This design comes from an exercise in tuning for small area, a short achievable clock period and few clock cycles on the open sky130 flow, not from production work. In this exercise RTL edits were held to simulation tests only and were not proved equivalent to the original.

==> flow/design.v (excerpt) <==
module fmultiplier(
    input  wire        clk,
    input  wire        rst,
    input  wire        valid,       
    input  wire [31:0] a,
    input  wire [31:0] b,
    output reg  [31:0] z,
    output reg         out_valid    
);
Size: roughly 3300 cells after synthesis, about 100 I/O pins, about 26000 um^2 of cells after synthesis.
export LEC_CHECK = 0
export CAP_MARGIN = 20
export CORE_MARGIN = 2
export CORE_UTILIZATION = 60
export PLACE_DENSITY = 0.75
export SLEW_MARGIN = 20
create_clock -name core_clock -period 10.0 [get_ports {clk}]
standard.sh (not shown) runs the stock make flow with config.mk's settings and CLKGATE_MAP_FILE= SYNTH_SCRIPT=/design/flow/synth_recipe.tcl, a recipe that flattens the netlist after the stock synthesis.
==> flow/flow/run.sh <==
#!/bin/bash
# Standard layout, with the ports buffered by buf cells instead of the delay
# buffer that buffer_ports picks by default.
export BUFFER_PORTS_ARGS="-buffer_cell sky130_fd_sc_hd__buf_2"
bash standard.sh > standard.log 2>&1
The starting point completed with no timing, DRC or antenna violations.
Testbench counts at the start, summed over its fixed seeds: cycles 16,000.
Change:
--- a/flow/config.mk
+++ b/flow/config.mk
@@ -10,2 +10,2 @@
-export CORE_UTILIZATION = 60
-export PLACE_DENSITY = 0.75
+export CORE_UTILIZATION = 40
+export PLACE_DENSITY = 0.6
What happened: The new run produced a clean layout. Setup slack improved by 120 ps. Core utilization shrinks by 21 points. Maximum frequency goes up by 1.5%. Die area grows by 49%. Sequential share of layout area came out lower by 0.12 points. Hold slack is about the same. Cell count grows by 7.5%. Final area went up by 1.7%.
Change:
--- a/flow/config.mk
+++ b/flow/config.mk
@@ -7,0 +8 @@
+export ABC_AREA = 1
The changed run completed without violations.
Cell area fell by 1.3%.
Routed wire length fell by 3.3%.
Cell count rose by 12%.
Worst setup slack is better by 700 ps.
Via count rose by 2.4%.
Core utilization rose by 0.28 points.
Change:
==> flow/run.sh (new file) <==
#!/bin/bash
# synth_recipe.tcl (not shown) runs the flow's synth.tcl, then flattens the netlist and writes it again
# the make line also repeats each setting of config.mk as NAME=value (left out here)
make -C /OpenROAD-flow-scripts/flow DESIGN_CONFIG=/design/flow/config.mk WORK_HOME=/design/flow/orfs CLKGATE_MAP_FILE= SYNTH_SCRIPT=/design/flow/synth_recipe.tcl finish
--- a/flow/config.mk
+++ b/flow/config.mk
@@ -8 +7,0 @@
-export ABC_AREA = 1
removed: flow/flow/run.sh
removed: flow/standard.sh
Effect: The changed run completed without violations. First-iteration DRC count rises by 3.4%. Final cell count came out lower by 11%. Cell area rises by 3.3%. Count of clock-buffer cells in the layout stays the same. Die area went up by 1.8%. Synthesized cell count fell by 12%. Hold slack is better by 310 ps. Setup slack loses 1000 ps.

========
fmultiplier, a different RTL version from the one above (not shown whole).
Size in the first run: about 3500 cells after synthesis, roughly 140 flip-flops, about 100 I/O pins, about 25000 um^2 of cells after synthesis.
==> flow/design.v (excerpt) <==
module fmultiplier(
    input  wire        clk,
    input  wire        rst,
    input  wire        valid,       
    input  wire [31:0] a,
    input  wire [31:0] b,
    output reg  [31:0] z,
    output reg         out_valid    
);
==> flow/config.mk <==
export PLATFORM = sky130hd
export DESIGN_NAME = fmultiplier
export DESIGN_NICKNAME = fmultiplier
export VERILOG_FILES = /design/flow/design.v
export SDC_FILE = /design/flow/constraint.sdc
export NUM_CORES = 4
export LEC_CHECK = 0
export ABC_AREA = 1
export CAP_MARGIN = 20
export CORE_MARGIN = 2
export CORE_UTILIZATION = 40
export PLACE_DENSITY = 0.6
export SETUP_SLACK_MARGIN = 4.0
export SLEW_MARGIN = 20
export SYNTH_HIERARCHICAL = 1
==> flow/constraint.sdc <==
create_clock -name core_clock -period 10.0 [get_ports {clk}]
set_input_delay 2.0000 -clock core_clock [delete_from_list [all_inputs] [get_ports {clk}]]
set_output_delay 2.0000 -clock core_clock [all_outputs]
set_load 0.01 [all_outputs]
==> flow/flow/run.sh <==
#!/bin/bash
# Standard layout, with the ports buffered by buf cells instead of the delay
# buffer that buffer_ports picks by default.
export BUFFER_PORTS_ARGS="-buffer_cell sky130_fd_sc_hd__buf_2"
bash standard.sh > standard.log 2>&1
The baseline went through all stages and came out clean.
Testbench counts at the start, summed over its fixed seeds: cycles 16,082.
Rerun with:
--- a/flow/config.mk
+++ b/flow/config.mk
@@ -11,5 +11,5 @@
 export CORE_UTILIZATION = 40
 export PLACE_DENSITY = 0.6
-export SETUP_SLACK_MARGIN = 4.0
+export SETUP_SLACK_MARGIN = 4.2
 export SLEW_MARGIN = 20
 export SYNTH_HIERARCHICAL = 1
=> The new run finished with timing, DRC and antenna clean. Setup slack improved by 0.13 ns. Cell count rose by about 1.4%. Synthesized area is unchanged. Sequential share of layout area fell by 0.49 points. Global-route usage rose by 0.36 points. Clock skew is about the same. Design area rose by about 5%.

==> static timing again, ports no longer ideal <==
No port has a modelled driver above. Below, the same layouts with a new extraction and two added sets of constraints.
Step 1, drivers: a clkbuf_16 drives clk and a buf_2 each remaining input, both assumed.
Step 2 adds t to the input delays and takes it off the output delays; t is the mean of the earliest and latest rising clock arrival at the registers after step 1. Input paths then give back, and output paths get back, about the clock's delay inside the block.
Slacks: ideal / step 1 / step 2; pairs: ideal / step 1.
| run | t (ns) | setup WS [ns] | hold slack, ns | worst register clock-pin slew, ns |
|---|---|---|---|---|
| the first run of note 1 | 0.411 | 1.743 / 1.694 / 1.913 | 1.450 / 1.432 / 1.843 | 0.07 / 0.07 |
| the second run of note 1 | 0.407 | 1.865 / 1.814 / 2.222 | 1.451 / 1.418 / 1.826 | 0.07 / 0.07 |
| the third run of note 1 | 0.401 | 2.561 / 2.586 / 2.185 | 1.459 / 1.425 / 1.826 | 0.08 / 0.08 |
| the fourth run of note 1 | 0.408 | 1.522 / 1.471 / 1.721 | 1.767 / 1.737 / 2.145 | 0.07 / 0.07 |
| the first run of note 2 | 0.520 | 4.076 / 4.082 / 3.595 | 0.832 / 0.832 / 0.832 | 0.07 / 0.07 |
| the second run of note 2 | 0.510 | 4.209 / 4.164 / 3.739 | 0.836 / 0.836 / 0.836 | 0.07 / 0.07 |
After both steps every run listed still meets setup and hold. For the first run of note 2, which loses most, drivers alone change the setup slack by +0.006 ns; drivers and shift together by -0.481 ns.
